Context: an optimization exercise on an open-source flow, tuned for small area. The choices shown serve that exercise and are no tape-out recipe. In this exercise RTL edits were held to simulation tests only and were not proved equivalent to the original. In runs 5 and 6 the design's own scripts or RTL, not TritonCTS, make the clock network. The flow treats the clock pin as an ideal source. Dropping or thinning the clock tree relies on that and would not hold on a real chip. Power is estimated from default activity; no workload was simulated.

<file path="design/flow/config.mk">
export PLATFORM = sky130hd
export DESIGN_NAME = top
export DESIGN_NICKNAME = top
export VERILOG_FILES = /design/flow/design.v
export SDC_FILE = /design/flow/constraint.sdc
export NUM_CORES = 4
export LEC_CHECK = 0
export CAP_MARGIN = 20
export CORE_MARGIN = 2
export CORE_UTILIZATION = 40
export SLEW_MARGIN = 20
</file>
<file path="design/flow/constraint.sdc">
create_clock -name core_clock -period 10.0 [get_ports {clk}]
set_input_delay 2.0000 -clock core_clock [delete_from_list [all_inputs] [get_ports {clk}]]
set_output_delay 2.0000 -clock core_clock [all_outputs]
set_load 0.01 [all_outputs]
</file>
<file path="design/flow/design.v">
 `timescale 1ns / 1ps
module i2c_sniffer (
    input wire clk,
    input wire rst,
    input wire i2c_sda,
    input wire i2c_scl,
    output reg debug_led,
    output reg [7:0] address,
    output reg [7:0] reg_address,
    output reg [7:0] reg_data,
    output reg       address_ready,
    output reg       reg_address_ready,
    output reg       reg_data_ready,   
    output reg       sniff_success
);
    reg [1:0] scl_sync, sda_sync;
    reg scl_clean, sda_clean;
    reg scl_prev_clean, sda_prev_clean;   
    reg [4:0] wait_counter;   
    reg [25:0] led_counter;   
    wire i2c_scl_in = i2c_scl;
    wire i2c_sda_in = i2c_sda;
    reg stop_flag;
    always @(posedge clk) begin
        scl_sync <= {scl_sync[0], i2c_scl_in};
        sda_sync <= {sda_sync[0], i2c_sda_in};
        scl_prev_clean <= scl_clean;
        sda_prev_clean <= sda_clean;
        scl_clean <= scl_sync[1];
        sda_clean <= sda_sync[1];
    end
        wire start_cond = scl_clean && scl_prev_clean && sda_prev_clean && !sda_clean;
        wire stop_cond  = scl_clean && scl_prev_clean && !sda_prev_clean && sda_clean;
        localparam IDLE         = 0;
        localparam RECV_ADDR    = 1;
        localparam RECV_REG     = 2;
        localparam WAIT_NEXT    = 3;
        localparam RECV_WRITE   = 4;
        localparam RECV_READ    = 5;
        localparam ACK_ADDR     = 6;
        localparam ACK_REG      = 7;
        localparam WAIT_RESTART = 8;
        localparam REPEATED_START=9;
        localparam ACK_DATA     = 10;
        localparam ACK_RDATA    =11;
        localparam STATE_STOP =12;
        reg [3:0] state;
        reg [7:0] captured_data;
        reg [2:0] bit_counter;
        wire sda_posedge = sda_clean & !sda_prev_clean;
        wire sda_negedge = !sda_clean & sda_prev_clean;
        wire scl_posedge = scl_clean & !scl_prev_clean;
        wire scl_negedge = !scl_clean & scl_prev_clean;
        always @(posedge clk or posedge rst) begin
            if (rst) begin
                state <= IDLE;
                bit_counter <= 0;
                captured_data <= 0;
                address <= 0;
                reg_address <= 0;
                reg_data <= 0;
                address_ready <= 0;
                reg_address_ready <= 0;
                reg_data_ready <= 0;
                wait_counter <= 0;         
                sniff_success <= 0;
                stop_flag <= 1;   
                led_counter <= 0;
                debug_led <= 0;
            end else begin
                address_ready <= 0;
                reg_address_ready <= 0;
                reg_data_ready <= 0;
                    if (start_cond && !stop_flag && state != IDLE) begin    
                      bit_counter <=0;                
                        state <= RECV_ADDR;   
                    end
                    if (stop_cond)
                        stop_flag <= 1;        
                    else if (start_cond)
                        stop_flag <= 0;        
                case (state)
                    IDLE: begin
                        if (start_cond && stop_flag) begin
                            state <= RECV_ADDR;
                            bit_counter <= 0;
                        end
                    end
                    RECV_ADDR: begin
                        if (scl_posedge) begin
                            if (bit_counter == 0)
                                captured_data <= 8'b0;
                            captured_data[7 - bit_counter] <= sda_clean;
                            if (bit_counter == 7) begin
                                bit_counter <= 0;
                                address <= {captured_data[7:1], sda_clean};
                                address_ready <= 1;
                                state <= ACK_ADDR;
                            end else begin
                                bit_counter <= bit_counter + 1;
                            end
                        end
                    end
                       ACK_ADDR: begin
                         address_ready <= 0;     
                        if (scl_posedge) begin   
                            if (address[0] == 0) begin
                                state <= RECV_REG;
                            end else begin
                                state <= RECV_READ;
                            end
                        end
                    end
                   RECV_REG: begin               
                        if (scl_posedge) begin
                            if (bit_counter == 0)
                                captured_data <= 8'b0;
                            captured_data[7 - bit_counter] <= sda_clean;
                            if (bit_counter == 7) begin
                                reg_address <= {captured_data[7:1], sda_clean};
                                reg_address_ready <= 1;  
                                bit_counter <= 0;
                                state <= ACK_REG;
                            end else begin
                                bit_counter <= bit_counter + 1;
                            end
                        end
                    end
                   ACK_REG: begin
                  reg_address_ready <= 0;
                if (scl_posedge) begin
                    if (sda_clean == 1'b0) begin
                         state <= RECV_WRITE;
                    end
                  end
                end
            RECV_WRITE: begin    
                if (scl_clean && !scl_prev_clean) begin
                    if (bit_counter == 0)
                        captured_data <= 8'b0;
                        captured_data[7 - bit_counter] <= sda_clean;
                            if (bit_counter == 7) begin
                                reg_data <=  {captured_data[7:1], sda_clean};    
                                reg_data_ready <= 1;
                                bit_counter <= 0;
                                state <= ACK_DATA;
                            end else begin
                                bit_counter <= bit_counter + 1;
                                end
                    end
                end
            ACK_DATA: begin
                reg_data_ready <= 0;   
                if (scl_clean && !scl_prev_clean) begin
                    state <= IDLE;
                end
            end
            RECV_READ: begin
                if (scl_clean && !scl_prev_clean) begin
                    if (bit_counter == 0)
                        captured_data <= 8'b0;
                    captured_data[7 - bit_counter] <= sda_clean;
                    if (bit_counter == 7) begin
                        reg_data <= {captured_data[7:1], sda_clean};
                        reg_data_ready<=1;
                        bit_counter <= 0;
                        state <= ACK_RDATA;
                    end else begin
                        bit_counter <= bit_counter + 1;
                    end
                end
            end
            ACK_RDATA: begin
             sniff_success <= 1;
                reg_data_ready <= 0;   
                if (scl_clean && !scl_prev_clean) begin
                    if (stop_cond) begin
                        state <= STATE_STOP;
                    end else begin
                    sniff_success <= 1;
                        state <= RECV_READ;
                    end
                end
            end
        endcase
         if (stop_cond) begin
            state <= IDLE;
        end
                if (sniff_success) begin
                    led_counter <= 26'd50_000_000;  
                    debug_led <= 1;
                end else if (led_counter != 0) begin
                    led_counter <= led_counter - 1;
                    if (led_counter == 1)
                        debug_led <= 0;
                end
    end
end
endmodule
`timescale 1ns / 1ps
    module uart_send_sequencer (
        input        clk,
        input        rst,
        input        address_ready,
        input        reg_address_ready,
        input        reg_data_ready,
        input  [7:0] address,
        input  [7:0] reg_address,
        input  [7:0] reg_data,
         output reg        uart_tx_en,
        input  wire      uart_tx_done,
        output reg [7:0] uart_tx_data,
        input tx_busy,
        output reg      sniff_success,
         output reg debug_led
    );
    reg [4:0] wait_counter;   
    reg [25:0] led_counter;   
        localparam UART_IDLE       = 4'd0;
        localparam UART_SEND_ADDR  = 4'd1;
        localparam UART_WAIT_ADDR  = 4'd2;
        localparam UART_IDLE_ADDR  = 4'd3;
        localparam UART_SEND_REG   = 4'd4;
        localparam UART_WAIT_REG   = 4'd5;
        localparam UART_IDLE_REG   = 4'd6;
        localparam UART_SEND_DATA  = 4'd7;
        localparam UART_WAIT_DATA  = 4'd8;
        reg [3:0] uart_state;
        always @(posedge clk or posedge rst) begin
            if (rst) begin
                uart_state       <= UART_IDLE;
         sniff_success <= 0;
                uart_tx_en  <= 0;
                uart_tx_data     <= 0;
            end else begin
           uart_tx_en  <= 0;
            case (uart_state)
              UART_IDLE: begin
                 if (address_ready) begin
                         uart_state <= UART_SEND_ADDR;
                    end else if (reg_address_ready) begin
                         uart_state <= UART_SEND_REG;
                    end else if (reg_data_ready) begin
                         uart_state <= UART_SEND_DATA;
                    end
            end
           UART_SEND_ADDR: begin
            uart_tx_data <= address;          
            uart_state <= UART_WAIT_ADDR;     
            end
        UART_WAIT_ADDR: begin
            uart_tx_en  <= 1;
            if (uart_tx_done)begin
            uart_tx_en  <= 0;
                uart_state <= UART_IDLE_ADDR;  
        end 
        end
          UART_IDLE_ADDR: begin       
                     if (address_ready) begin
                         uart_state <= UART_SEND_ADDR;
                    end else if (reg_address_ready) begin
                         uart_state <= UART_SEND_REG;
                    end else if (reg_data_ready) begin
                         uart_state <= UART_SEND_DATA;
                    end
                end
        UART_SEND_REG: begin    
                    uart_tx_data <= reg_address;              
                    uart_state <= UART_WAIT_REG;              
                end
           UART_WAIT_REG: begin
                  uart_tx_en  <= 1;
                    if (uart_tx_done)begin    
                        uart_tx_en  <= 0;            
                        uart_state <= UART_IDLE_REG;          
                end
                end
                UART_IDLE_REG: begin
                    if (address_ready) begin
                         uart_state <= UART_SEND_ADDR;                      
                    end else if (reg_address_ready) begin
                         uart_state <= UART_SEND_REG;
                    end else if (reg_data_ready) begin
                         uart_state <= UART_SEND_DATA;
                    end
                 end
                UART_SEND_DATA: begin
                    uart_tx_data <= reg_data;
                    uart_state <= UART_WAIT_DATA;
                end
                UART_WAIT_DATA: begin
                   uart_tx_en  <= 1;
                    if (uart_tx_done) begin
                        uart_tx_en  <= 0;
                        uart_state <= UART_IDLE;
                end
                end
            endcase
        end
    end
    endmodule
`timescale 1ns / 1ps
module uart_tx #(
    parameter BAUD_RATE  = 115200,
    parameter CLK_FREQ   =100_000_000
)(
    input        clk,
    input        rst,
    input  [7:0] tx_data,
    input        tx_start,
    output reg      tx_busy,
    output reg   tx_serial,
    output reg   tx_done,
     output reg      sniff_success,
     output reg debug_led
);
    localparam CLOCK_DIV = 868; 
    localparam STATE_IDLE   = 3'b000;
    localparam STATE_START  = 3'b001;
    localparam STATE_DATA   = 3'b010;
    localparam STATE_STOP   = 3'b011;
    localparam STATE_DONE   = 3'b100;
    reg [2:0]  state;
    reg [15:0]  baud_counter;     
    reg [2:0]  bit_index;
    reg [4:0] wait_counter;   
reg [25:0] led_counter;   
    always @(posedge clk or posedge rst) begin
        if (rst) begin
            state        <= STATE_IDLE;
            baud_counter <= 0;
            bit_index    <= 0;
            tx_serial    <= 1'b1;
            tx_done      <= 1'b0;
            tx_busy      <= 1'b0;
        end else begin
        case (state)
            STATE_IDLE: begin
                baud_counter <= 0;
                bit_index    <= 0;
                tx_serial    <= 1'b1;   
                tx_done      <= 1'b0;
                if (tx_start) begin
                    tx_busy      <= 1'b1;
                    state     <= STATE_START;
                end
            end
            STATE_START: begin
                tx_serial <= 1'b0;   
                if (baud_counter < CLOCK_DIV - 1) begin
                    baud_counter <= baud_counter + 1;
               end else begin
                    baud_counter <= 0;
                    state        <= STATE_DATA;
                end
            end
            STATE_DATA: begin
                tx_serial <= tx_data[bit_index];
                if (baud_counter < CLOCK_DIV - 1)
                    baud_counter <= baud_counter + 1;
                else begin
                    baud_counter <= 0;
                    if (bit_index == 7)begin
                        state <= STATE_STOP;
                  end  else
                        bit_index <= bit_index + 1;
                end
            end
            STATE_STOP: begin
                tx_serial <= 1'b1;
                if (baud_counter < CLOCK_DIV - 1)
                    baud_counter <= baud_counter + 1;
                else begin
                    baud_counter <= 0;
                   tx_busy         <= 0;
                    tx_done         <= 1;
                    state        <= STATE_DONE;
                end
            end
            STATE_DONE: begin
                tx_done <= 1;
                state   <= STATE_IDLE;
            end
            default: state <= STATE_IDLE;
        endcase
        end
    end
endmodule
`timescale 1ns / 1ps
module top (
    input        clk,           
    input        rst,           
    input        i2c_sda,       
    input        i2c_scl,       
    output  debug_led,
    output       tx             
);
    wire [7:0] address;
    wire [7:0] reg_address;
    wire [7:0] reg_data;
    wire       address_ready;
    wire       reg_address_ready;
    wire       reg_data_ready;
    wire sda_clean_dbg, scl_clean_dbg;
    wire [7:0] uart_tx_data;
    wire       tx_start;
    wire       tx_done;
    wire       tx_busy;
    i2c_sniffer i2c_sniffer_inst (
        .clk(clk),
        .rst(rst),
        .i2c_sda(i2c_sda),
        .i2c_scl(i2c_scl),
        .address(address),
        .reg_address(reg_address),
        .reg_data(reg_data),
        .address_ready(address_ready),
        .reg_address_ready(reg_address_ready),
        .reg_data_ready(reg_data_ready),
        .sniff_success(),
        .debug_led(debug_led)
    );
    uart_send_sequencer sequencer (
        .clk(clk),
        .rst(rst),
        .address_ready(address_ready),
        .reg_address_ready(reg_address_ready),
        .reg_data_ready(reg_data_ready),
        .address(address),
        .reg_address(reg_address),
        .reg_data(reg_data),
        .uart_tx_data(uart_tx_data),
        .uart_tx_en(tx_start),
        .uart_tx_done(tx_done),
        .tx_busy(tx_busy),
        .sniff_success(),
        .debug_led()
    );
    uart_tx #(
        .BAUD_RATE(115200),
        .CLK_FREQ(100_000_000)
    ) uart_tx_inst (
        .clk(clk),
        .rst(rst),
        .tx_data(uart_tx_data),
        .tx_start(tx_start),
        .tx_busy(tx_busy),
        .tx_serial(tx),
        .sniff_success(),
        .debug_led(),
        .tx_done(tx_done)
    );
endmodule
</file>
<file path="design/flow/run.sh">
#!/bin/bash
# synth_recipe.tcl (not shown) runs the flow's synth.tcl, then flattens the netlist and writes it again
# the make line also repeats each setting of config.mk as NAME=value (left out here)
make -C /OpenROAD-flow-scripts/flow DESIGN_CONFIG=/design/flow/config.mk WORK_HOME=/design/flow/orfs CLKGATE_MAP_FILE= SYNTH_SCRIPT=/design/flow/synth_recipe.tcl finish
</file>
==> results of run 1 <==
layout by cell type (no fill, tap or decap), types with 5 or more instances in the layout:
cell type	netlist	final
ha_1	11	11
o211ai_1	8	8
o31ai_1	8	8
nand4_1	10	10
nor2b_1	14	14
nand2b_1	14	14
or4_1	6	6
a22oi_1	11	11
clkdlybuf4s50_1	0	5
o21ai_0	42	42
nand3_1	16	16
dfxtp_1	8	8
inv_1	21	20
nor3_1	18	18
nor4_1	12	12
a21oi_1	25	25
xor2_1	18	18
xnor2_1	12	12
and3_1	10	10
or3_1	6	6
mux2_2	24	24
nor2_1	65	65
a31oi_1	8	8
mux2i_1	5	5
dfrtp_1	105	105
nand2_1	42	42
nand3b_1	7	7
and2_1	5	5
clkbuf_16	0	20
metal layers:
layer / up-vias / share of wire
met5: - / 0
met4: 0 / 0.014
met3: 12 / 0.039
met2: 83 / 0.47
met1: 2299 / 0.48
li1: 2266 / -
flip-flops by register name, indices dropped and copies added, names as in the netlist, 2 cells and up:
| signal | flops |
|---|---|
| sequencer.uart_tx_data | 8 |
| i2c_sniffer_inst.scl_sync | 2 |
| i2c_sniffer_inst.led_counter | 26 |
| i2c_sniffer_inst.bit_counter | 3 |
| uart_tx_inst.baud_counter | 16 |
| i2c_sniffer_inst.reg_address | 8 |
| i2c_sniffer_inst.sda_sync | 2 |
| i2c_sniffer_inst.captured_data | 7 |
| i2c_sniffer_inst.state | 4 |
| uart_tx_inst.bit_index | 3 |
| uart_tx_inst.state | 3 |
| i2c_sniffer_inst.reg_data | 8 |
| i2c_sniffer_inst.address | 8 |
| sequencer.uart_state | 4 |
logic make-up (layout without fill, tap and decap cells):
| group | after synthesis | after routing | share of synthesized area |
|---|---|---|---|
| flip-flops | 115 | 115 | 0.469 |
| XOR/XNOR | 30 | 30 | 0.0434 |
| buffers and inverters | 47 | 60 | 0.0326 |
| AO/OA/AOI/OAI | 138 | 138 | 0.147 |
| adder cells (fa/ha/maj) | 11 | 11 | 0.0227 |
| multiplexers | 31 | 31 | 0.0603 |
| AND/OR/NAND/NOR | 247 | 247 | 0.225 |
power by group:
part / switching (µW) / internal [µW] / total, µW
sequential: 73.1 / 516 / 589
clock: 213 / 400 / 613
combinational: 155 / 123 / 278
total: 441 / 1040 / 1480
through the flow:
stage           util  cells  worst slack [ns]
2_1_floorplan      -    619              5.19
3_3_place_gp   0.426    784              6.30
3_5_place_dp   0.426    784              6.25
4_1_cts        0.468    816              6.52
5_1_grt        0.468    816              6.50
6_report       0.468    816              6.55
area by class of cell:
cell class	instances	area [µm²]
inverters	21	81.3
fillers	1381	7780
well taps	184	230
repair buffers	7	65.1
clock buffers	23	532
clock inverters	9	88.8
flip-flops and latches	115	2840
multi-input cells	457	3020
how the worst max path moves through the flow:
stage | to | slack, ns | cells after the start
after detailed placement | i2c_sniffer_inst.led_counter[0] | 6.25 | 3
final | tx | 6.55 | 1
after global placement | i2c_sniffer_inst.address[6] | 6.30 | 3
after CTS | tx | 6.52 | 1
after floorplan | i2c_sniffer_inst.address[0] | 5.19 | 1
after global routing | tx | 6.50 | 1
==> impl_results.md, run 1 <==
* WHS at 0.325 ns
* Largest cells by area after synthesis: dfrtp_1 (43%), mux2_2 (4.5%), nor2_1 (4.0%), o21ai_0 (3.5%), dfxtp_1 (2.6%)
* I/O pin cnt at 6
* Largest net degree at the start of global routing at 69
* CP Class: flop to output pin
* Final net count at 634
* Achievable clock frequency at 290 MHz
* Top cells by count, synth: dfrtp_1 (105), nor2_1 (65), nand2_1 (42), o21ai_0 (42), a21oi_1 (25)
* Slew headroom at 0.373
* Syn Nets at 634
* Yosys cell types at 67
* Worst skew pair latency at 0.41 ns
* RD Place Congestion at 0.825
* Die Footprint at 0.0161 mm²
* Post-DP HPWL at 8170 µm
* Yosys reg bits at 115
* Post-CTS Setup Bufs at 0
* Synth Cell Area at 0.00606 mm²
* Setup tns final at 0 ns
* CP max-delay cell: dfstp_2
* Post-synth top area share at 0.434
* R2R setup slack at 7.69 ns
* Port Buffers at 5
* Post-DRT Antenna Nets at 0
* Seq/Total Area, Yosys at 0.469
* Slew Limit Fails at 0
* First-pass GRT wire length at 21,500 µm
* Ys flop type: dfrtp_1
* Initial DRC count at 322
* Number of cell rows at 44
* GRT Util Overall at 0.162
* Clock tree sinks at 115
* Critical Path Sink Type: output pin
* N_diodes at 0
* Post-route cell area at 0.00686 mm²
* Worst path buffer plus inverter count at 1
* Count leader, synth: dfrtp_1
* Clock root buffer: clkbuf_16
* Core Area at 0.0146 mm²
* Hold EP: i2c_sniffer_inst.sda_clean
* Area Overhead vs Synth at 13.2%
* Layout cells sized above 1 at 0.123
* Via/cell ratio at 5.71
* P per Cell Area at 216 mW/mm²
* Total power at 1480 µW
* MaxCap Viol Count at 0
* WHS Path Cells at 0
* CP startpoint: uart_tx_inst.tx_serial
* Crit start category: flop
* Synth Area per Inst at 9.79 µm²
* Syn Inst Count at 619
* Critical Path Fanout Max at 2
* Placed Area at 0.00624 mm²
* Hold Crit Class: flop to flop
* Cell family with most CP delay: flip-flops
* Worst clock skew at 0.00861 ns
* Status: finished clean
* CP max stage delay at 0.53 ns
* Final Critical Period at 3.45 ns
* Via count at 4,660
* WP data arrival at 1.45 ns
* Post-detailed-route wirelength per cell at 14.9 µm
* Clock slew at reported path FFs at 0.05 ns
* Yosys warns at 3
* Initial core utilization at 0.414
* Die X at 127 µm
* Dominant cell type by area after synthesis: dfrtp_1
* Post-synth EDFFs at 0
* Congestion Overflow GR at 0
* Reg-to-Reg End: i2c_sniffer_inst.state[0]
* Met2 usage at 0.251
* Crit share post-route at 0.345
* CTS Hold Buffers Added at 0
* Met3 GRT Util at 0.0440
* Antenna violations before repair at 0
* GR peak layer: met2
* Static leakage at 0.00306 µW
* Critical Path RT at 8.00 ns
* Post-cts resize count at 0
* Worst-path cell chain: clkdlybuf4s50_1
* H-tree depth at 4
* Critical R2R Launch: i2c_sniffer_inst.bit_counter[0]
* HP Start: i2c_sniffer_inst.sda_sync[1]
* Share of flip-flops with an asynchronous set or reset at 0.930
* Grt met1 use at 0.222
* Die H at 127 µm
* CTS tree: done
* Vias in the first global route at 4,502
* Number of remaining DRC errors at 0
* Worst-Margin Slew at 0.941 ns
* Final setup viols at 0
* RSZ-0062 raised after global routing: no
* Hold Fails Final Rpt at 0
* Routed wire length at 12,200 µm
* TritonRoute pass-1 iters at 4
* Clk buf depth at 2
* CTS Buf Count at 17
* Worst r2r path cells at 6
* Worst vdd ir at 0.000158 V
==> run 2: changes to the inputs <==
==> design/flow/design.v (replaced) <==
`timescale 1ns / 1ps
module i2c_sniffer (
    input  wire       clk,
    input  wire       rst,
    input  wire       i2c_sda,
    input  wire       i2c_scl,
    output reg        debug_led,
    output wire       byte_valid,    
    output wire [7:0] byte_data
);
    reg [1:0] scl_sync, sda_sync;
    reg scl_clean, sda_clean, scl_prev_clean, sda_prev_clean;
    always @(posedge clk) begin
        scl_sync <= {scl_sync[0], i2c_scl};
        sda_sync <= {sda_sync[0], i2c_sda};
        scl_clean <= scl_sync[1];
        sda_clean <= sda_sync[1];
        scl_prev_clean <= scl_clean;
        sda_prev_clean <= sda_clean;
    end
    wire start_cond  = scl_clean & scl_prev_clean & sda_prev_clean & ~sda_clean;
    wire stop_cond   = scl_clean & scl_prev_clean & ~sda_prev_clean & sda_clean;
    wire scl_posedge = scl_clean & ~scl_prev_clean;
    localparam [2:0] IDLE_STOP = 3'b000,   
                     IDLE_DATA = 3'b001,   
                     ADDR      = 3'b100,
                     REG       = 3'b101,
                     WRITE     = 3'b110,
                     READ      = 3'b111;
    reg [2:0] phase;
    reg [8:0] cap;
    reg       sniff_success;
    wire active = phase[2];
    wire ack    = cap[8];
    assign byte_valid = active & scl_posedge & ~ack & cap[7];
    assign byte_data  = {cap[6:0], sda_clean};
    always @(posedge clk) begin
        if (start_cond | (scl_posedge & ack & ~(phase == REG & sda_clean)))
            cap <= 9'd1;
        else if (scl_posedge & ~ack)
            cap <= {cap[7:0], sda_clean};
    end
    always @(posedge clk or posedge rst) begin
        if (rst) begin
            phase <= IDLE_STOP;
        end else if (stop_cond) begin
            phase <= IDLE_STOP;
        end else if (start_cond) begin
            if (phase != IDLE_DATA)
                phase <= ADDR;
        end else if (scl_posedge & ack & active) begin
            case (phase)
                ADDR:    phase <= cap[0] ? READ : REG;
                REG:     if (~sda_clean) phase <= WRITE;
                WRITE:   phase <= IDLE_DATA;
                default: phase <= READ;
            endcase
        end
    end
    always @(posedge clk or posedge rst) begin
        if (rst) begin
            sniff_success <= 1'b0;
            debug_led <= 1'b0;
        end else begin
            if (phase == READ & ack)
                sniff_success <= 1'b1;
            debug_led <= sniff_success;
        end
    end
endmodule
`timescale 1ns / 1ps
`timescale 1ns / 1ps
module uart_tx (
    input        clk,
    input        rst,
    input        tx_start,
    input  [7:0] tx_data,
    output       tx_serial
);
    reg [10:0] shreg;
    reg [1:0]  cj;
    reg [2:0]  ca;
    reg [4:0]  cb;
    wire tick = ~|{cj, ca[1:0], cb[3:0]};      
    wire idle = ~|shreg[10:1];
    wire load = tx_start & idle & (~shreg[0] | tick);
    assign tx_serial = shreg[0] | idle;
    always @(posedge clk or posedge rst) begin
        if (rst)
            shreg <= 11'd0;
        else
            shreg <= (tick ? {1'b0, shreg[10:1]} : shreg)
                   | ({11{load}} & {1'b1, tx_data, 1'b0, 1'b1});
    end
    always @(posedge clk) begin
        if (load) begin
            cj <= 2'b00;
            ca <= 3'b101;
            cb <= 5'b10101;
        end else begin
            cj <= {cj[0], ~cj[1]};
            ca <= {ca[1:0], ca[2] ^ ca[1]};
            cb <= {cb[3:0], cb[4] ^ cb[2]};
        end
    end
endmodule
`timescale 1ns / 1ps
module top (
    input  clk,         
    input  rst,         
    input  i2c_sda,     
    input  i2c_scl,     
    output debug_led,   
    output tx           
);
    wire       byte_valid;
    wire [7:0] byte_data;
    i2c_sniffer i2c_sniffer_inst (
        .clk(clk),
        .rst(rst),
        .i2c_sda(i2c_sda),
        .i2c_scl(i2c_scl),
        .debug_led(debug_led),
        .byte_valid(byte_valid),
        .byte_data(byte_data)
    );
    uart_tx uart_tx_inst (
        .clk(clk),
        .rst(rst),
        .tx_start(byte_valid),
        .tx_data(byte_data),
        .tx_serial(tx)
    );
endmodule
--- a/design/flow/config.mk
+++ b/design/flow/config.mk
@@ -8,4 +8,6 @@
 export CAP_MARGIN = 20
 export CORE_MARGIN = 2
 export CORE_UTILIZATION = 40
+export CTS_CLUSTER_DIAMETER = 500
+export CTS_CLUSTER_SIZE = 60
 export SLEW_MARGIN = 20
==> impl_results.md, run 2 <==
* WP data arrival at 1.84 ns (+0.39 ns)
* Clock tree sinks at 43 (-63%)
* Clock slew at reported path FFs at 0.08 ns (+0.03 ns)
* Critical Path Fanout Max at 4 (+2)
* Top cells by count, synth: dfxtp_1 (27), nor2_1 (18), dfrtp_1 (16), nand2_1 (16)
* Core Area at 0.00403 mm² (-72%)
* MaxCap Viol Count at 0 (unchanged)
* Non-filler instance count after layout at 221 (-73%)
* Worst skew pair latency at 0.30 ns (-0.11 ns)
* Die H at 69.1 µm (-46%)
* Hold Fails Final Rpt at 0 (unchanged)
* N_diodes at 0 (unchanged)
* Slew headroom at 0.417 (+0.0438)
* Initial core utilization at 0.421 (+0.00702)
* RSZ-0062 raised after global routing: no
* Largest regs: uart_tx_inst.shreg (11), i2c_sniffer_inst.cap (9), uart_tx_inst.cb (5)
* GRT Util Overall at 0.140 (-0.0222)
* Status: finished clean
* Crit start category: flop
* Via/cell ratio at 5.25 (-8.1%)
* Largest cells by area after synthesis: dfxtp_1 (32%), dfrtp_1 (24%), mux2i_1 (7.7%), nor2_1 (4.0%), a21oi_1 (3.8%)
* Worst vdd ir at 0.000162 V (+2.0%)
* Vias in the first global route at 1,151 (-74%)
* Syn Nets at 166 (-74%)
* CTS tree: done
* Worst clock skew at 0.00646 ns (-0.00215 ns)
* Syn Inst Count at 162 (-74%)
* Critical Path Sink Type: output pin
* Post-detailed-route wirelength per cell at 13.9 µm (-6.8%)
* Placed Instances at 213 (-73%)
* Post-CTS Setup Bufs at 0 (unchanged)
* I/O pin cnt at 6 (unchanged)
* Number of remaining DRC errors at 0 (unchanged)
* Yosys reg bits at 43 (-63%)
* Worst-Margin Slew at 0.871 ns (-0.0695 ns)
* Setup tns final at 0 ns (unchanged)
* Commonest non-fill, non-tap cells in the layout: dfxtp_1 (27), nor2_1 (18), nand2_1 (16), dfrtp_1 (16)
* CP max-delay cell: clkdlybuf4s50_1
* Filler cell count at 392 (-72%)
* Achievable clock frequency at 261 MHz (-10%)
* CP max stage delay at 0.52 ns (about the same)
* P per Cell Area at 295 mW/mm² (+37%)
* TritonRoute pass-1 iters at 4 (unchanged)
* Dominant cell type by area after synthesis: dfxtp_1
* Area Overhead vs Synth at 12.8%
* Commonest non-fill, non-tap cell in the layout: dfxtp_1
* Static leakage at 0.000862 µW (-72%)
* Biggest register: uart_tx_inst.shreg
* Port Buffers at 5 (unchanged)
* Critical Path RT at 8.00 ns (about the same)
* Final setup viols at 0 (unchanged)
* Die Footprint at 0.00478 mm² (-70%)
* Layout cells sized above 1 at 0.0936 (-0.0299)
* Post-synth EDFFs at 0 (unchanged)
* Synth Cell Area at 0.00170 mm² (-72%)
* Final Critical Period at 3.84 ns (+0.382 ns)
* Crit share post-route at 0.384 (+0.0382)
* Clock root buffer: clkbuf_8
* Congestion Overflow GR at 0 (unchanged)
* Post-DP HPWL at 2160 µm (-74%)
* Clk buf depth at 2 (unchanged)
* Yosys warns at 2 (-1)
* Number of cell rows at 23 (-48%)
* Seq/Total Area, Yosys at 0.555 (+0.0863)
* Die X at 69.1 µm (-46%)
* First-pass GRT wire length at 5260 µm (-76%)
* Largest net degree at the start of global routing at 17 (-75%)
* CP Class: flop to output pin
* Synth Area per Inst at 10.5 µm² (+6.9%)
* Worst-path cell chain: nor4_1, a31o_2, clkdlybuf4s50_1
* Initial DRC count at 65 (-80%)
* Ys flop type: dfxtp_1
* Share of flip-flops with an asynchronous set or reset at 0.372 (-0.558)
* Via count at 1,160 (-75%)
* Hold Crit Class: flop to flop
* H-tree depth at 2 (-2)
* CTS Hold Buffers Added at 0 (unchanged)
* Post-DRT Antenna Nets at 0 (unchanged)
* Antenna violations before repair at 0 (unchanged)
* Count leader, synth: dfxtp_1
* Post-synth top area share at 0.319 (-0.115)
* Routed wire length at 3080 µm (-75%)
* Final net count at 174 (-73%)
* Slew Limit Fails at 0 (unchanged)
* Post-cts resize count at 0 (unchanged)
* Yosys cell types at 40 (-40%)
* Max reg flops at 11 (-58%)
* RD Place Congestion at 0.757 (-8.2%)
* CTS Buf Count at 5 (-12)
-- run 2: cell count changes after synthesis, moves of 14 or more --
cell / change
clkbuf_1: -16
dfrtp_1: -89
dfxtp_1: +19
inv_1: -16
mux2_2: -23
nand2_1: -26
nand3_1: -14
nor2_1: -47
nor3_1: -17
o21ai_0: -40
xor2_1: -18
-- run 2: final cells by class --
| class | count | area (µm²) | area share |
|---|---|---|---|
| flip-flops and latches | 43 | 941 | 0.492 |
| clock buffers | 5 | 68.8 | 0.0360 |
| repair buffers | 5 | 50.0 | 0.0262 |
| multi-input cells | 110 | 704 | 0.368 |
| inverters | 5 | 18.8 | 0.00982 |
| clock inverters | 3 | 66.3 | 0.0347 |
| well taps | 50 | 62.6 | 0.0327 |
-- run 2: cells by family after synthesis --
family / after synthesis / synth area share
simple gates: 64 / 0.202
flops: 43 / 0.555
compound gates: 30 / 0.120
mux: 14 / 0.0834
buf+inv: 9 / 0.0295
xor+xnor: 2 / 0.0103
-- run 2: critical path: cells and delay by family, from the launching register on --
kind                   cells  cell delay [ns]
buffers and inverters      1             0.52
flip-flops                 1             0.41
AND/OR/NAND/NOR            1             0.39
AO/OA/AOI/OAI              1             0.21
-- run 2: path summary, 6_finish.rpt --
kind	start	endpoint	slack, ns	cells after the start
worst max-delay path	uart_tx_inst.shreg[6]	tx	6.16	3
worst min-delay path	i2c_sniffer_inst.sda_sync[1]	i2c_sniffer_inst.sda_clean	0.33	0
worst max register to register	i2c_sniffer_inst.scl_clean	uart_tx_inst.cb[1]	7.84	4
worst min register to register	i2c_sniffer_inst.sda_sync[1]	i2c_sniffer_inst.sda_clean	0.33	0
max in group asynchronous	rst	i2c_sniffer_inst.phase[1]	7.54	2
min in group asynchronous	rst	uart_tx_inst.shreg[1]	2.07	2
-- run 2: stage by stage --
step	cell area, µm²	hold slack (ns)	worst slack [ns]	total power [µW]	util
2_1_floorplan	1700	0.310	7.07	368	-
3_3_place_gp	1780	0.311	6.50	402	0.441
3_5_place_dp	1780	0.315	6.48	408	0.441
4_1_cts	1910	0.332	6.15	569	0.475
5_1_grt	1910	0.332	6.05	601	0.475
6_report	1910	0.325	6.16	564	0.475
-- run 2: layer usage --
layer / global-route usage / wire [µm] / up-vias
met2: 0.225 / 1470 / 12
met3: 0.0482 / 94 / 6
met5: 0 / 0 / -
li1: - / - / 587
met1: 0.170 / 1470 / 555
met4: 0.0588 / 48 / 0
-- run 2: where the power goes --
part / leakage [µW] / switching, µW / internal [µW]
clock: 0.0000687 / 58.9 / 99.7
combinational: 0.000356 / 57.8 / 66.8
sequential: 0.000438 / 52.4 / 228
total: 0.000862 / 169 / 395
==> run 3: changes to the inputs <==
--- a/design/flow/config.mk
+++ b/design/flow/config.mk
@@ -8,6 +8,4 @@
 export CAP_MARGIN = 20
 export CORE_MARGIN = 2
 export CORE_UTILIZATION = 40
-export CTS_CLUSTER_DIAMETER = 500
-export CTS_CLUSTER_SIZE = 60
 export SLEW_MARGIN = 20
==> impl_results.md, run 3 <==
* Status: finished clean
* Ys flop type: dfxtp_1
* HP Start: i2c_sniffer_inst.sda_sync[1]
* Largest regs: uart_tx_inst.shreg (11), i2c_sniffer_inst.cap (9), uart_tx_inst.cb (5)
* Dominant cell type by area after synthesis: dfxtp_1
* Final setup viols at 0 (unchanged)
* DR top layer: met4
* Share of flip-flops with an asynchronous set or reset at 0.372 (unchanged)
* Initial core utilization at 0.421 (unchanged)
* Slew headroom at 0.417 (unchanged)
* Clock tree sinks at 43 (unchanged)
* Largest cells by area after synthesis: dfxtp_1 (32%), dfrtp_1 (24%), mux2i_1 (7.7%), nor2_1 (4.0%), a21oi_1 (3.8%)
* CP max-delay cell: clkdlybuf4s50_1
* DR WL met2 at 1470 µm (unchanged)
* Worst clock skew at 0.00646 ns (unchanged)
* CP max stage delay at 0.52 ns (about the same)
* Vias in the first global route at 1,151 (unchanged)
* Layout cells sized above 1 at 0.0936 (unchanged)
* CTS Hold Buffers Added at 0 (unchanged)
* Initial DRC count at 65 (unchanged)
* Commonest non-fill, non-tap cell in the layout: dfxtp_1
* Commonest non-fill, non-tap cells in the layout: dfxtp_1 (27), nor2_1 (18), nand2_1 (16), dfrtp_1 (16)
* TritonRoute pass-1 iters at 4 (unchanged)
* Die Footprint at 0.00478 mm² (unchanged)
* RD Place Congestion at 0.757 (unchanged)
* R2R setup slack at 7.84 ns (about the same)
* Top cells by count, synth: dfxtp_1 (27), nor2_1 (18), dfrtp_1 (16), nand2_1 (16)
* Hold EP: i2c_sniffer_inst.sda_clean
* Seq/Total Area, Yosys at 0.555 (unchanged)
* WL met3 at 94 µm (unchanged)
* Number of remaining DRC errors at 0 (unchanged)
* CP Class: flop to output pin
* Critical Path RT at 8.00 ns (about the same)
* Yosys cell types at 40 (unchanged)
* WHS Path Cells at 0 (unchanged)
* Post-CTS Setup Bufs at 0 (unchanged)
* Placed Instances at 213 (unchanged)
* H-tree depth at 2 (unchanged)
* Post-DP HPWL at 2160 µm (unchanged)
* Final net count at 174 (unchanged)
* RSZ-0062 raised after global routing: no
* Setup tns final at 0 ns (unchanged)
* Yosys reg bits at 43 (unchanged)
* Clock slew at reported path FFs at 0.08 ns (about the same)
* Critical R2R Launch: i2c_sniffer_inst.scl_clean
* Final Critical Period at 3.84 ns (unchanged)
* CTS Buf Count at 5 (unchanged)
* Cell family with most CP delay: buffers and inverters
* Syn Inst Count at 162 (unchanged)
* Utilization after layout at 0.475 (unchanged)
* Count leader, synth: dfxtp_1
* Synth Cell Area at 0.00170 mm² (unchanged)
* Worst-path cell chain: nor4_1, a31o_2, clkdlybuf4s50_1
* Hold Crit Class: flop to flop
* Via count at 1,160 (unchanged)
* I/O pin cnt at 6 (unchanged)
* Static leakage at 0.000862 µW (unchanged)
* Clk buf depth at 2 (unchanged)
* Biggest register: uart_tx_inst.shreg
* Post-cts resize count at 0 (unchanged)
* CP startpoint: uart_tx_inst.shreg[6]
* Filler cell count at 392 (unchanged)
* Largest net degree at the start of global routing at 17 (unchanged)
* MaxCap Viol Count at 0 (unchanged)
* Hold Fails Final Rpt at 0 (unchanged)
* Routed wire length at 3080 µm (unchanged)
* Post-DRT Antenna Nets at 0 (unchanged)
* Clock root buffer: clkbuf_8
* Critical Path Fanout Max at 4 (unchanged)
* Achievable clock frequency at 261 MHz (unchanged)
* DRT met1 WL at 1470 µm (unchanged)
* Yosys warns at 2 (unchanged)
* N_diodes at 0 (unchanged)
* Worst skew pair latency at 0.30 ns (about the same)
* Slew Limit Fails at 0 (unchanged)
* Reg-to-Reg End: uart_tx_inst.cb[1]
* Die H at 69.1 µm (unchanged)
* Crit share post-route at 0.384 (unchanged)
* Antenna violations before repair at 0 (unchanged)
* Core Area at 0.00403 mm² (unchanged)
* P per Cell Area at 295 mW/mm² (unchanged)
* Max reg flops at 11 (unchanged)
* Post-synth EDFFs at 0 (unchanged)
* WP data arrival at 1.84 ns (about the same)
* Port Buffers at 5 (unchanged)
* Worst-Margin Slew at 0.871 ns (unchanged)
* Non-filler instance count after layout at 221 (unchanged)
* Worst path buffer plus inverter count at 1 (unchanged)
* Worst vdd ir at 0.000162 V (unchanged)
* Number of cell rows at 23 (unchanged)
* First-pass GRT wire length at 5260 µm (unchanged)
* GRT Util Overall at 0.140 (unchanged)
* Congestion Overflow GR at 0 (unchanged)
* Area Overhead vs Synth at 12.8% (unchanged)
* CTS tree: done
* Syn Nets at 166 (unchanged)
* Crit start category: flop
* Worst r2r path cells at 4 (unchanged)
* Die X at 69.1 µm (unchanged)
* Post-detailed-route wirelength per cell at 13.9 µm (unchanged)
* Via/cell ratio at 5.25 (unchanged)
* Post-synth top area share at 0.319 (unchanged)
* Synth Area per Inst at 10.5 µm² (unchanged)
* Critical Path Sink Type: output pin
-- run 3: how the worst max path moves through the flow --
stage               to  slack (ns)  depth (start not counted)
finish              tx        6.16                          3
global route        tx        6.05                          3
CTS                 tx        6.15                          3
detailed placement  tx        6.48                          3
global placement    tx        6.50                          3
floorplan           tx        7.07                          2
-- run 3: through the flow --
stage               setup slack (ns)  total power [µW]  cell area (µm²)  hold WS [ns]
global route                    6.05               601             1910         0.332
floorplan                       7.07               368             1700         0.310
finish                          6.16               564             1910         0.325
detailed placement              6.48               408             1780         0.315
global placement                6.50               402             1780         0.311
CTS                             6.15               569             1910         0.332
-- run 3: kinds of logic after synthesis --
family	synth area share
AND/OR/NAND/NOR	0.202
buffers and inverters	0.0295
multiplexers	0.0834
AO/OA/AOI/OAI	0.120
flip-flops	0.555
XOR/XNOR	0.0103
-- run 3: where the power goes --
group | internal (µW) | switching (µW)
sequential | 228 | 52.4
clock | 99.7 | 58.9
combinational | 66.8 | 57.8
total | 395 | 169
-- run 3: per-layer routing --
metal  up-vias  global-route usage
li1        587                   -
met3         6              0.0482
met2        12               0.225
met5         -                   0
met4         0              0.0588
met1       555               0.170
-- run 3: cell type report --
cell class | instances | area [µm²] | share of cell area
Clock inverter | 3 | 66.3 | 0.0347
Clock buffer | 5 | 68.8 | 0.0360
Sequential cell | 43 | 941 | 0.492
Multi-Input combinational cell | 110 | 704 | 0.368
Timing Repair Buffer | 5 | 50.0 | 0.0262
Tap cell | 50 | 62.6 | 0.0327
Inverter | 5 | 18.8 | 0.00982
==> run 4: changes to the inputs <==
==> design/flow/flow/run.sh (new file) <==
#!/bin/bash
# Own flow: the standard layout, with a smaller clock tree (one cluster,
# no dummy loads) and the smallest buffer on the ports.
set -euo pipefail
CTS="-sink_clustering_enable -sink_clustering_size 60 -sink_clustering_max_diameter 500 -root_buf sky130_fd_sc_hd__clkbuf_8 -buf_list sky130_fd_sc_hd__clkbuf_8 -dont_use_dummy_load -repair_clock_nets"
bash standard.sh "CTS_ARGS=$CTS" "BUFFER_PORTS_ARGS=-buffer_cell sky130_fd_sc_hd__buf_1" finish > standard_flow.log 2>&1
==> design/flow/standard.sh (new file) <==
#!/bin/bash
# synth_recipe.tcl (not shown) runs the flow's synth.tcl, then flattens the netlist and writes it again
# the make line also repeats each setting of config.mk as NAME=value (left out here)
make -C /OpenROAD-flow-scripts/flow DESIGN_CONFIG=/design/flow/config.mk WORK_HOME=/design/flow/orfs CLKGATE_MAP_FILE= SYNTH_SCRIPT=/design/flow/synth_recipe.tcl "${@:-finish}"
removed: design/flow/run.sh
==> impl_results.md, run 4 <==
* Status: finished clean
* Flop pwr share at 0.571 (+0.073)
* Worst skew pair latency at 0.29 ns (about the same)
* Yosys cell types at 40 (unchanged)
* Static leakage at 0.000816 µW (-5.4%)
* Slew Limit Fails at 0 (unchanged)
* Internal at 332 µW (-16%)
* Biggest register: uart_tx_inst.shreg
* Antenna violations before repair at 0 (unchanged)
* Combinational power share at 0.235 (+0.014)
* Crit start category: flop
* Die H at 69.1 µm (unchanged)
* Worst-path cell chain: nor4_1, a31o_2, buf_1
* First-pass GRT wire length at 5200 µm (-1.3%)
* P per Cell Area at 271 mW/mm² (-8.0%)
* Post-CTS Setup Bufs at 0 (unchanged)
* Worst clock skew at 0.0132 ns (+0.00670 ns)
* Post-DP HPWL at 2120 µm (-2.1%)
* I/O pin cnt at 6 (unchanged)
* Switch Pwr at 160 µW (-5.4%)
* Hold Fails Final Rpt at 0 (unchanged)
* Seq/Total Area, Yosys at 0.555 (unchanged)
* HP Start: i2c_sniffer_inst.sda_sync[1]
* WP data arrival at 1.46 ns (-0.38 ns)
* Critical Path RT at 8.00 ns (about the same)
* Clock slew at reported path FFs at 0.08 ns (about the same)
* Achievable clock frequency at 289 MHz (+11%)
* Clock root buffer: clkbuf_8
* WHS Path Cells at 0 (unchanged)
* Clock tree sinks at 43 (unchanged)
* CP Class: flop to output pin
* Worst-Margin Slew at 0.854 ns (-0.0169 ns)
* Core Area at 0.00403 mm² (unchanged)
* Initial DRC count at 52 (-20%)
* Congestion Overflow GR at 0 (unchanged)
* Synth Cell Area at 0.00170 mm² (unchanged)
* Commonest non-fill, non-tap cells in the layout: dfxtp_1 (27), nor2_1 (18), nand2_1 (16), dfrtp_1 (16)
* Number of cell rows at 23 (unchanged)
* Top cells by count, synth: dfxtp_1 (27), nor2_1 (18), dfrtp_1 (16), nand2_1 (16)
* RD Place Congestion at 0.788 (+4.0%)
* Largest net degree at the start of global routing at 17 (unchanged)
* TritonRoute pass-1 iters at 6 (+2)
* Hold Crit Class: flop to flop
* Synth Area per Inst at 10.5 µm² (unchanged)
* Total power at 492 µW (-13%)
* Post-DRT Antenna Nets at 0 (unchanged)
* H-tree depth at 2 (unchanged)
* Largest cells by area after synthesis: dfxtp_1 (32%), dfrtp_1 (24%), mux2i_1 (7.7%), nor2_1 (4.0%), a21oi_1 (3.8%)
* Max reg flops at 11 (unchanged)
* Seq. cell area at 941 µm² (unchanged)
* Final setup viols at 0 (unchanged)
* Hold EP: i2c_sniffer_inst.sda_clean
* Vias in the first global route at 1,129 (-1.9%)
* Critical R2R Launch: i2c_sniffer_inst.scl_clean
* Post-detailed-route wirelength per cell at 13.6 µm (-2.5%)
* Via/cell ratio at 5.34 (+1.7%)
* Sw frac at 0.325 (+0.0248)
* Die Footprint at 0.00478 mm² (unchanged)
* Reg-to-Reg End: uart_tx_inst.cj[1]
* Clock power share at 0.193 (-0.088)
* Critical Path Fanout Max at 4 (unchanged)
* R2R setup slack at 7.87 ns (+0.03 ns)
* Commonest non-fill, non-tap cell in the layout: dfxtp_1
* CTS tree: done
* Post-cts resize count at 0 (unchanged)
* Syn Inst Count at 162 (unchanged)
* Multi-input logic area at 704 µm² (unchanged)
* Number of remaining DRC errors at 0 (unchanged)
* Largest regs: uart_tx_inst.shreg (11), i2c_sniffer_inst.cap (9), uart_tx_inst.cb (5)
* Yosys warns at 2 (unchanged)
* Post-synth top area share at 0.319 (unchanged)
* Slew headroom at 0.428 (+0.0113)
* Share of flip-flops with an asynchronous set or reset at 0.372 (unchanged)
* Worst r2r path cells at 4 (unchanged)
* Setup tns final at 0 ns (unchanged)
* Crit share post-route at 0.346 (-0.0376)
* Port Buffers at 5 (unchanged)
* Die X at 69.1 µm (unchanged)
* Final net count at 174 (unchanged)
* N_diodes at 0 (unchanged)
* Dominant cell type by area after synthesis: dfxtp_1
* Critical Path Sink Type: output pin
* Final Critical Period at 3.46 ns (-0.376 ns)
* RSZ-0062 raised after global routing: no
* Filler cell count at 410 (+4.6%)
* Routed wire length at 2960 µm (-3.8%)
* Ys flop type: dfxtp_1
* Post-synth EDFFs at 0 (unchanged)
* Placed Area at 0.00175 mm² (-1.8%)
* Post-route cell area at 0.00181 mm² (-5.1%)
* Layout cells sized above 1 at 0.0774 (-0.0162)
* Worst vdd ir at 0.000152 V (-6.1%)
* Yosys reg bits at 43 (unchanged)
* CTS Buf Count at 5 (unchanged)
* CTS Hold Buffers Added at 0 (unchanged)
* GRT Util Overall at 0.137 (-0.00296)
* MaxCap Viol Count at 0 (unchanged)
* Initial core utilization at 0.421 (unchanged)
* Clk buf depth at 2 (unchanged)
* Area Overhead vs Synth at 7.01%
* Via count at 1,164 (+0.34%)
* Syn Nets at 166 (unchanged)
* Count leader, synth: dfxtp_1
* CP max-delay cell: dfrtp_1
* CP max stage delay at 0.41 ns (-0.11 ns)
==> run 4: cells by family (layout without fill, tap and decap cells) <==
kind of cell / after synthesis / count (layout) / synth area share
buffers and inverters: 9 / 15 / 0.0295
AOI/OAI and AO/OA: 30 / 30 / 0.120
and+or+nand+nor: 64 / 64 / 0.202
muxes: 14 / 14 / 0.0834
xor gates and xnor gates: 2 / 2 / 0.0103
DFF: 43 / 43 / 0.555
==> run 4: layout make-up <==
type | count | area share
sequential | 43 | 0.519
timing repair buffer | 5 | 0.0103
tap | 50 | 0.0345
inverter | 5 | 0.0103
multi-input combinational | 110 | 0.388
clock buffer | 5 | 0.0379
==> run 4: metal layers <==
layer / track usage / routed length [µm]
met1: 0.166 / 1400
met2: 0.225 / 1430
met3: 0.0439 / 65
met4: 0.0545 / 62
met5: 0 / 0
==> run 4: power by group through the flow <==
| stage | Sequential, µW | Clock, µW | Combinational [µW] |
|---|---|---|---|
| final | 281 | 95.2 | 116 |
| after global routing | 291 | 105 | 133 |
| after CTS | 280 | 98.7 | 118 |
| after detailed placement | 283 | 0 | 116 |
| after global placement | 279 | 0 | 114 |
| after floorplan | 266 | 0 | 102 |
==> run 4: critical path, delay by kind of cell (launching register included) <==
| family | cells | cell delay, ns |
|---|---|---|
| and+or+nand+nor | 1 | 0.39 |
| DFF | 1 | 0.41 |
| buffers and inverters | 1 | 0.15 |
| AOI/OAI and AO/OA | 1 | 0.22 |
==> run 4: how the worst max path moves through the flow <==
stage | depth (start not counted) | startpoint | slack, ns | endpoint
floorplan | 2 | uart_tx_inst.shreg[6] | 7.07 | tx
detailed placement | 3 | uart_tx_inst.shreg[6] | 6.86 | tx
global route | 3 | uart_tx_inst.shreg[2] | 6.42 | tx
finish | 3 | uart_tx_inst.shreg[2] | 6.54 | tx
global placement | 3 | uart_tx_inst.shreg[2] | 6.88 | tx
CTS | 3 | uart_tx_inst.shreg[2] | 6.53 | tx
==> run 4: stage by stage <==
stage	std cells	setup WS [ns]	hold WS (ns)	utilization
finish	218	6.54	0.330	0.450
global route	218	6.42	0.338	0.450
CTS	218	6.53	0.333	0.450
detailed placement	213	6.86	0.314	0.433
global placement	213	6.88	0.312	0.433
floorplan	162	7.07	0.310	-
==> run 5: changes to the inputs <==
==> design/flow/flow/run.sh (replaced) <==
#!/bin/bash
# Own flow: the standard layout (standard.sh) with two changes:
#  - the clock is buffered by a few buffers placed at register clusters
#    (flow/pre_cts.tcl) instead of TritonCTS's H-tree with dummy loads;
#  - port buffers use the smallest buffer cell.
set -euo pipefail
export CLOCK_BUFFER_CELL=${CLOCK_BUFFER_CELL:-sky130_fd_sc_hd__clkbuf_8}
export CLOCK_BUFFER_COUNT=${CLOCK_BUFFER_COUNT:-3}
bash standard.sh \
  "BUFFER_PORTS_ARGS=-buffer_cell sky130_fd_sc_hd__buf_1" \
  "PRE_CTS_TCL=$PWD/flow/pre_cts.tcl" \
  finish > standard_flow.log 2>&1
==> design/flow/flow/clock_buffers.tcl (new file) <==
# Clock buffering without a tree: the clock port drives K buffers, each
# placed at the centre of a group of nearby registers and driving that group.
proc insert_clock_buffers { cell k } {
  set block [ord::get_db_block]
  set master [[ord::get_db] findMaster $cell]
  set clknet [$block findNet clk]
  set pins {}
  foreach it [$clknet getITerms] {
    set loc [[$it getInst] getLocation]
    lappend pins [list $it [lindex $loc 0] [lindex $loc 1]]
  }
  # k-means on register locations, seeded by spreading along x
  set pins [lsort -real -index 1 $pins]
  set n [llength $pins]
  set cents {}
  for {set g 0} {$g < $k} {incr g} {
    set p [lindex $pins [expr {int(($g + 0.5) * $n / $k)}]]
    lappend cents [list [lindex $p 1] [lindex $p 2]]
  }
  for {set iter 0} {$iter < 20} {incr iter} {
    set assign {}
    foreach p $pins {
      set best 0; set bd 1e30
      for {set g 0} {$g < $k} {incr g} {
        set c [lindex $cents $g]
        set d [expr {abs([lindex $p 1] - [lindex $c 0]) + abs([lindex $p 2] - [lindex $c 1])}]
        if {$d < $bd} { set bd $d; set best $g }
      }
      lappend assign $best
    }
    set newc {}
    for {set g 0} {$g < $k} {incr g} {
      set sx 0; set sy 0; set m 0
      foreach p $pins a $assign { if {$a == $g} { set sx [expr {$sx + [lindex $p 1]}]; set sy [expr {$sy + [lindex $p 2]}]; incr m } }
      if {$m > 0} { lappend newc [list [expr {$sx / $m}] [expr {$sy / $m}]] } else { lappend newc [lindex $cents $g] }
    }
    set cents $newc
  }
  for {set g 0} {$g < $k} {incr g} {
    set net [odb::dbNet_create $block "clk_g$g"]
    $net setSigType CLOCK
    set inst [odb::dbInst_create $block $master "clkbuf_g$g"]
    set m 0
    foreach p $pins a $assign {
      if {$a == $g} { set it [lindex $p 0]; $it disconnect; $it connect $net; incr m }
    }
    [$inst findITerm A] connect $clknet
    [$inst findITerm X] connect $net
    set c [lindex $cents $g]
    $inst setLocation [expr {int([lindex $c 0])}] [expr {int([lindex $c 1])}]
    $inst setPlacementStatus PLACED
    puts "clock buffer clkbuf_g$g ($cell) drives $m register clock pins"
  }
}
==> design/flow/flow/pre_cts.tcl (new file) <==
# PRE_CTS hook: buffer the clock by hand (see clock_buffers.tcl) in place of
# TritonCTS's H-tree, then make the step's clock_tree_synthesis call only
# switch the clock to propagated mode. The rest of the CTS step
# (legalisation, hold repair) runs as usual.
source [file join [file dirname [info script]] clock_buffers.tcl]
insert_clock_buffers $::env(CLOCK_BUFFER_CELL) $::env(CLOCK_BUFFER_COUNT)
rename clock_tree_synthesis tritoncts_clock_tree_synthesis
proc clock_tree_synthesis { args } {
  puts "clock buffered by hand; TritonCTS not run"
  set_propagated_clock [all_clocks]
}
==> impl_results.md, run 5 <==
* Status: finished clean
* Utilization after layout at 0.443 (-0.00683)
* CP max-delay cell: dfrtp_1
* Largest net degree at the start of global routing at 17 (unchanged)
* Max reg flops at 11 (unchanged)
* Top cells by count, synth: dfxtp_1 (27), nor2_1 (18), dfrtp_1 (16), nand2_1 (16)
* CP max stage delay at 0.42 ns (about the same)
* Placed Area at 0.00175 mm² (unchanged)
* Crit start category: flop
* Yosys cell types at 40 (unchanged)
* Slew headroom at 0.426 (-0.00239)
* Post-detailed-route wirelength per cell at 13.2 µm (-2.9%)
* R2R setup slack at 7.87 ns (about the same)
* Setup tns final at 0 ns (unchanged)
* Initial core utilization at 0.421 (unchanged)
* WP data arrival at 1.31 ns (-0.15 ns)
* Largest regs: uart_tx_inst.shreg (11), i2c_sniffer_inst.cap (9), uart_tx_inst.cb (5)
* HP Start: i2c_sniffer_inst.sda_sync[1]
* Post-DRT Antenna Nets at 0 (unchanged)
* Crit share post-route at 0.331 (-0.0150)
* Critical Path Sink Type: output pin
* N_diodes at 0 (unchanged)
* I/O pin cnt at 6 (unchanged)
* Synth Cell Area at 0.00170 mm² (unchanged)
* Placed Instances at 213 (unchanged)
* Number of remaining DRC errors at 0 (unchanged)
* Setup ws final at 6.69 ns (+0.150 ns)
* Yosys reg bits at 43 (unchanged)
* Reg-to-Reg End: uart_tx_inst.cb[3]
* Pre-CTS WS at 6.86 ns (unchanged)
* Achievable clock frequency at 302 MHz (+4.5%)
* Final Critical Period at 3.31 ns (-0.150 ns)
* Worst-path cell chain: nor4_1, a31o_2, buf_1
* Biggest register: uart_tx_inst.shreg
* Cell family with most CP delay: flip-flops
* Slew Limit Fails at 0 (unchanged)
* Hold Crit Class: flop to flop
* Worst r2r path cells at 4 (unchanged)
* Worst vdd ir at 0.000147 V (-3.2%)
* First-pass GRT wire length at 5010 µm (-3.6%)
* CTS Hold Buffers Added at 0 (unchanged)
* GRT Util Overall at 0.121 (-0.0160)
* Die H at 69.1 µm (unchanged)
* Critical R2R Launch: i2c_sniffer_inst.scl_clean
* Critical Path RT at 8.00 ns (about the same)
* Initial DRC count at 44 (-15%)
* Critical Path Fanout Max at 4 (unchanged)
* Syn Inst Count at 162 (unchanged)
* Post-DP HPWL at 2120 µm (unchanged)
* Die X at 69.1 µm (unchanged)
* Dominant cell type by area after synthesis: dfxtp_1
* Core Area at 0.00403 mm² (unchanged)
* Layout cells sized above 1 at 0.0663 (-0.0111)
* Static leakage at 0.000802 µW (-1.8%)
* Post-synth EDFFs at 0 (unchanged)
* Area Overhead vs Synth at 5.39%
* RD Place Congestion at 0.788 (unchanged)
* Seq/Total Area, Yosys at 0.555 (unchanged)
* CP Class: flop to output pin
* Post-cts resize count at 0 (unchanged)
* Hold Fails Final Rpt at 0 (unchanged)
* Commonest non-fill, non-tap cells in the layout: dfxtp_1 (27), nor2_1 (18), nand2_1 (16), dfrtp_1 (16)
* Non-filler instance count after layout at 216 (-0.92%)
* Worst path buffer plus inverter count at 1 (unchanged)
* Post-route cell area at 0.00179 mm² (-1.5%)
* Routed wire length at 2850 µm (-3.8%)
* P per Cell Area at 259 mW/mm² (-4.4%)
* TritonRoute pass-1 iters at 4 (-2)
* Final setup viols at 0 (unchanged)
* Port Buffers at 5 (unchanged)
* Worst skew pair latency at 0.15 ns (-0.14 ns)
* Worst clock skew at 0.0121 ns (-0.00103 ns)
* Vias in the first global route at 1,116 (-1.2%)
* Syn Nets at 166 (unchanged)
* Ys flop type: dfxtp_1
* WHS Path Cells at 0 (unchanged)
* Number of cell rows at 23 (unchanged)
* Via/cell ratio at 5.36 (+0.32%)
* Largest cells by area after synthesis: dfxtp_1 (32%), dfrtp_1 (24%), mux2i_1 (7.7%), nor2_1 (4.0%), a21oi_1 (3.8%)
* Count leader, synth: dfxtp_1
* Commonest non-fill, non-tap cell in the layout: dfxtp_1
* Clock slew at reported path FFs at 0.09 ns (about the same)
* Post-synth top area share at 0.319 (unchanged)
* Yosys warns at 2 (unchanged)
* Post-CTS Setup Bufs at 0 (unchanged)
* Via count at 1,157 (-0.60%)
* Final net count at 172 (-1.1%)
* Hold EP: i2c_sniffer_inst.sda_clean
* Die Footprint at 0.00478 mm² (unchanged)
* Synth Area per Inst at 10.5 µm² (unchanged)
* Congestion Overflow GR at 0 (unchanged)
* Worst-Margin Slew at 0.858 ns (+0.00357 ns)
* Antenna violations before repair at 0 (unchanged)
* Share of flip-flops with an asynchronous set or reset at 0.372 (unchanged)
* RSZ-0062 raised after global routing: no
* MaxCap Viol Count at 0 (unchanged)
run 5: cell types whose count changed in the layout (fill, tap and decap cells not counted), sizes merged:
cell,delta
clkbuf,-2
run 5: worst reg2reg max path, delay by kind of cell (launching register included):
family | cells | cell delay, ns
and+or+nand+nor | 4 | 1.62
DFF | 1 | 0.41
run 5: how the worst max path moves through the flow:
| stage | slack (ns) | from | depth (start not counted) | end |
|---|---|---|---|---|
| after detailed placement | 6.86 | uart_tx_inst.shreg[6] | 3 | tx |
| after global routing | 6.60 | uart_tx_inst.shreg[2] | 3 | tx |
| after global placement | 6.88 | uart_tx_inst.shreg[2] | 3 | tx |
| after CTS | 6.68 | uart_tx_inst.shreg[6] | 3 | tx |
| final | 6.69 | uart_tx_inst.shreg[5] | 3 | tx |
| after floorplan | 7.07 | uart_tx_inst.shreg[6] | 2 | tx |
run 5: cell type report:
cell class | count | area, µm²
fillers | 404 | 2240
flip-flops and latches | 43 | 941
multi-input cells | 110 | 704
well taps | 50 | 62.6
plain buffers | 3 | 41.3
repair buffers | 5 | 18.8
inverters | 5 | 18.8
run 5: kinds of logic after synthesis:
family / count (synthesis) / synth area share
mux: 14 / 0.0834
flops: 43 / 0.555
buf+inv: 9 / 0.0295
xor+xnor: 2 / 0.0103
simple gates: 64 / 0.202
compound gates: 30 / 0.120
run 5: metal layers:
layer / GRT usage / routed length [µm] / up-vias
met3: 0.0102 / 95 / 6
met1: 0.159 / 1310 / 554
met2: 0.218 / 1380 / 17
met4: 0.0240 / 59 / 0
li1: - / - / 580
met5: 0 / 0 / -
run 5: where the power goes:
part | switching, µW | total (µW) | internal [µW]
clock network | 41.0 | 68.7 | 27.6
logic | 56.2 | 115 | 59.2
registers | 51.3 | 279 | 228
total | 149 | 463 | 315
run 5: per-stage QoR:
step | total power, µW | hold WS (ns)
global placement | 394 | 0.312
detailed placement | 399 | 0.314
finish | 463 | 0.330
floorplan | 368 | 0.310
global route | 499 | 0.340
CTS | 467 | 0.334
==> run 6: changes to the inputs <==
--- a/design/flow/design.v
+++ b/design/flow/design.v
@@ -75,16 +75,17 @@
     input        rst,
     input        tx_start,
     input  [7:0] tx_data,
-    output       tx_serial
+    output reg   tx_serial
 );
     reg [10:0] shreg;
     reg [1:0]  cj;
     reg [2:0]  ca;
     reg [4:0]  cb;
     wire tick = ~|{cj, ca[1:0], cb[3:0]};      
-    wire idle = ~|shreg[10:1];
-    wire load = tx_start & idle & (~shreg[0] | tick);
-    assign tx_serial = shreg[0] | idle;
+    wire idle = ~|shreg;
+    wire load = tx_start & idle;
+    always @(posedge clk)
+        tx_serial <= shreg[0] | idle;
     always @(posedge clk or posedge rst) begin
         if (rst)
             shreg <= 11'd0;
@@ -94,9 +95,9 @@
     end
     always @(posedge clk) begin
         if (load) begin
-            cj <= 2'b00;
-            ca <= 3'b101;
-            cb <= 5'b10101;
+            cj <= 2'b01;
+            ca <= 3'b011;
+            cb <= 5'b01010;
         end else begin
             cj <= {cj[0], ~cj[1]};
             ca <= {ca[1:0], ca[2] ^ ca[1]};
==> design/flow/flow/run.sh (replaced) <==
#!/bin/bash
# Own flow: the standard layout (standard.sh) with three changes:
#  - synthesis maps the logic with an area-oriented ABC script
#    (flow/synth.tcl, flow/area.abc); registers are mapped as in the
#    standard synthesis;
#  - the clock is buffered by a few buffers placed at register clusters
#    (flow/pre_cts.tcl, flow/clock_buffers.tcl) instead of TritonCTS's
#    H-tree with dummy loads;
#  - port buffers use the smallest buffer cell.
# The full output of the ORFS make run is in standard_flow.log; each step's
# log is under orfs/logs/.
set -euo pipefail
export OWN_ABC_SCRIPT=$PWD/flow/area.abc
export FLOW_SYNTH_TCL=$PWD/synth_recipe.tcl
export CLOCK_BUFFER_CELL=sky130_fd_sc_hd__clkbuf_8
export CLOCK_BUFFER_COUNT=3
bash standard.sh \
  "SYNTH_SCRIPT=$PWD/flow/synth.tcl" \
  "BUFFER_PORTS_ARGS=-buffer_cell sky130_fd_sc_hd__buf_1" \
  "PRE_CTS_TCL=$PWD/flow/pre_cts.tcl" \
  finish > standard_flow.log 2>&1
==> design/flow/flow/area.abc (new file) <==
strash
&get -n
&st
&deepsyn -T 20
&put
amap
topo
==> design/flow/flow/synth.tcl (new file) <==
# The standard synthesis (synth_recipe.tcl, which sources ORFS's
# synth.tcl) with one change: the combinational logic is mapped by ABC with
# an area-oriented script (flow/area.abc) instead of ORFS's speed script.
# Registers are mapped before ABC runs, so they are the same as in the
# standard synthesis.
proc abc { args } {
  set i [lsearch -exact $args -script]
  if { $i >= 0 } {
    lset args [expr { $i + 1 }] $::env(OWN_ABC_SCRIPT)
  }
  yosys abc {*}$args
}
source $::env(FLOW_SYNTH_TCL)
==> impl_results.md, run 6 <==
* Pre-CTS WS at 7.55 ns (+0.692 ns)
* Ys flop type: dfxtp_1
* Slew Limit Fails at 0 (unchanged)
* Top cells by count, synth: dfxtp_1 (28), clkinv_1 (22), dfrtp_1 (16)
* N_diodes at 0 (unchanged)
* GRT Util Overall at 0.109 (-0.0118)
* CP Class: flop to output pin
* Via count at 969 (-16%)
* Synth Area per Inst at 10.4 µm² (-0.71%)
* Setup ws final at 7.35 ns (+0.665 ns)
* TritonRoute pass-1 iters at 4 (unchanged)
* Number of remaining DRC errors at 0 (unchanged)
* P per Cell Area at 212 mW/mm² (-18%)
* Clock slew at reported path FFs at 0.10 ns (about the same)
* Post-DRT Antenna Nets at 0 (unchanged)
* I/O pin cnt at 6 (unchanged)
* Hold Crit Class: flop to flop
* Synth Cell Area at 0.00147 mm² (-14%)
* Post-synth EDFFs at 0 (unchanged)
* Via/cell ratio at 4.97 (-7.2%)
* Final Critical Period at 2.65 ns (-0.665 ns)
* Commonest non-fill, non-tap cells in the layout: dfxtp_1 (28), clkinv_1 (22), dfrtp_1 (16)
* RSZ-0062 raised after global routing: no
* Setup tns final at 0 ns (unchanged)
* MaxCap Viol Count at 0 (unchanged)
* Number of cell rows at 21 (-8.7%)
* Die H at 64.5 µm (-6.6%)
* Congestion Overflow GR at 0 (unchanged)
* Worst-path cell chain: buf_1
* Crit start category: flop
* Final net count at 155 (-9.9%)
* Crit share post-route at 0.265 (-0.0665)
* Worst vdd ir at 0.000107 V (-27%)
* Port Buffers at 5 (unchanged)
* Commonest non-fill, non-tap cell in the layout: dfxtp_1
* Worst skew pair latency at 0.16 ns (about the same)
* Status: finished clean
* Largest net degree at the start of global routing at 20 (+3)
* Vias in the first global route at 860 (-23%)
* CTS Hold Buffers Added at 0 (unchanged)
* Largest cells by area after synthesis: dfxtp_1 (38%), dfrtp_1 (27%), clkinv_1 (5.6%), o21ai_0 (3.8%), o22ai_1 (3.4%)
* Utilization after layout at 0.463 (+0.0199)
* Syn Nets at 145 (-13%)
* Core Area at 0.00342 mm² (-15%)
* Critical Path RT at 8.00 ns (about the same)
* First-pass GRT wire length at 3770 µm (-25%)
* Final setup viols at 0 (unchanged)
* Critical Path Sink Type: output pin
* Critical R2R Launch: uart_tx_inst.ca[1]
* Area Overhead vs Synth at 8.03%
* Die X at 64.5 µm (-6.6%)
* CP max stage delay at 0.37 ns (-0.05 ns)
* Largest regs: uart_tx_inst.shreg (11), i2c_sniffer_inst.cap (9), uart_tx_inst.cb (5)
* Worst path buffer plus inverter count at 1 (unchanged)
* Post-cts resize count at 0 (unchanged)
* Post-synth top area share at 0.383 (+0.0638)
* Worst r2r path cells at 4 (unchanged)
* Static leakage at 0.000634 µW (-21%)
* Yosys warns at 2 (unchanged)
* Post-DP HPWL at 1640 µm (-23%)
* Seq/Total Area, Yosys at 0.656 (+0.101)
* Yosys cell types at 21 (-48%)
* Dominant cell type by area after synthesis: dfxtp_1
* Initial DRC count at 63 (+43%)
* CP Depth at 1 (-2)
* Post-detailed-route wirelength per cell at 11.1 µm (-16%)
* WHS at 0.336 ns (+0.00603 ns)
* Critical Path Fanout Max at 1 (-3)
* Syn Inst Count at 141 (-13%)
* Achievable clock frequency at 378 MHz (+25%)
* Worst clock skew at 0.0272 ns (+0.0150 ns)
[run 6: layer usage]
| layer | vias to the layer above | part of all wire | GRT usage |
|---|---|---|---|
| met2 | 16 | 0.41 | 0.174 |
| met4 | 0 | 0.021 | 0.0186 |
| met3 | 4 | 0.040 | 0.00868 |
| met1 | 444 | 0.52 | 0.165 |
| li1 | 505 | - | - |
| met5 | - | 0 | 0 |
[run 6: cell type report]
type	count	area (µm²)
fillers	333	1830
flip-flops and latches	44	961
multi-input cells	75	422
inverters	22	82.6
well taps	46	57.6
plain buffers	3	41.3
repair buffers	5	18.8
[run 6: worst min path at each step]
stage | startpoint | endpoint | slack (ns)
after floorplan | i2c_sniffer_inst.scl_sync[1] | i2c_sniffer_inst.scl_clean | 0.31
after global placement | i2c_sniffer_inst.scl_sync[1] | i2c_sniffer_inst.scl_clean | 0.31
after detailed placement | i2c_sniffer_inst.scl_sync[0] | i2c_sniffer_inst.scl_sync[1] | 0.31
after CTS | i2c_sniffer_inst.scl_sync[0] | i2c_sniffer_inst.scl_sync[1] | 0.34
after global routing | i2c_sniffer_inst.scl_sync[1] | i2c_sniffer_inst.scl_clean | 0.35
final | i2c_sniffer_inst.scl_sync[0] | i2c_sniffer_inst.scl_sync[1] | 0.34
[run 6: logic make-up (layout without fill, tap and decap cells)]
group | count (synthesis) | count (layout) | share of synthesized area
flip-flops | 44 | 44 | 0.656
buffers and inverters | 22 | 30 | 0.0564
AND/OR/NAND/NOR | 40 | 40 | 0.136
AO/OA/AOI/OAI | 35 | 35 | 0.152
[run 6: per-stage QoR]
stage	area [µm²]	power [µW]
final	1580	336
after global routing	1580	359
after CTS	1580	341
after detailed placement	1540	274
after global placement	1540	270
after floorplan	1470	260
[run 6: power breakdown]
| group | switching [µW] | total [µW] | internal, µW |
|---|---|---|---|
| clock | 39.0 | 66.6 | 27.6 |
| sequential | 15.4 | 223 | 208 |
| combinational | 24.1 | 46.3 | 22.2 |

Check on run 6: ideal ports give 7.355 ns setup slack; a clkbuf_16 on the clock port and buf_2 on the inputs give 7.310 ns; moving port delays by the midpoint clock arrival (0.189 ns) as well gives 7.499 ns.
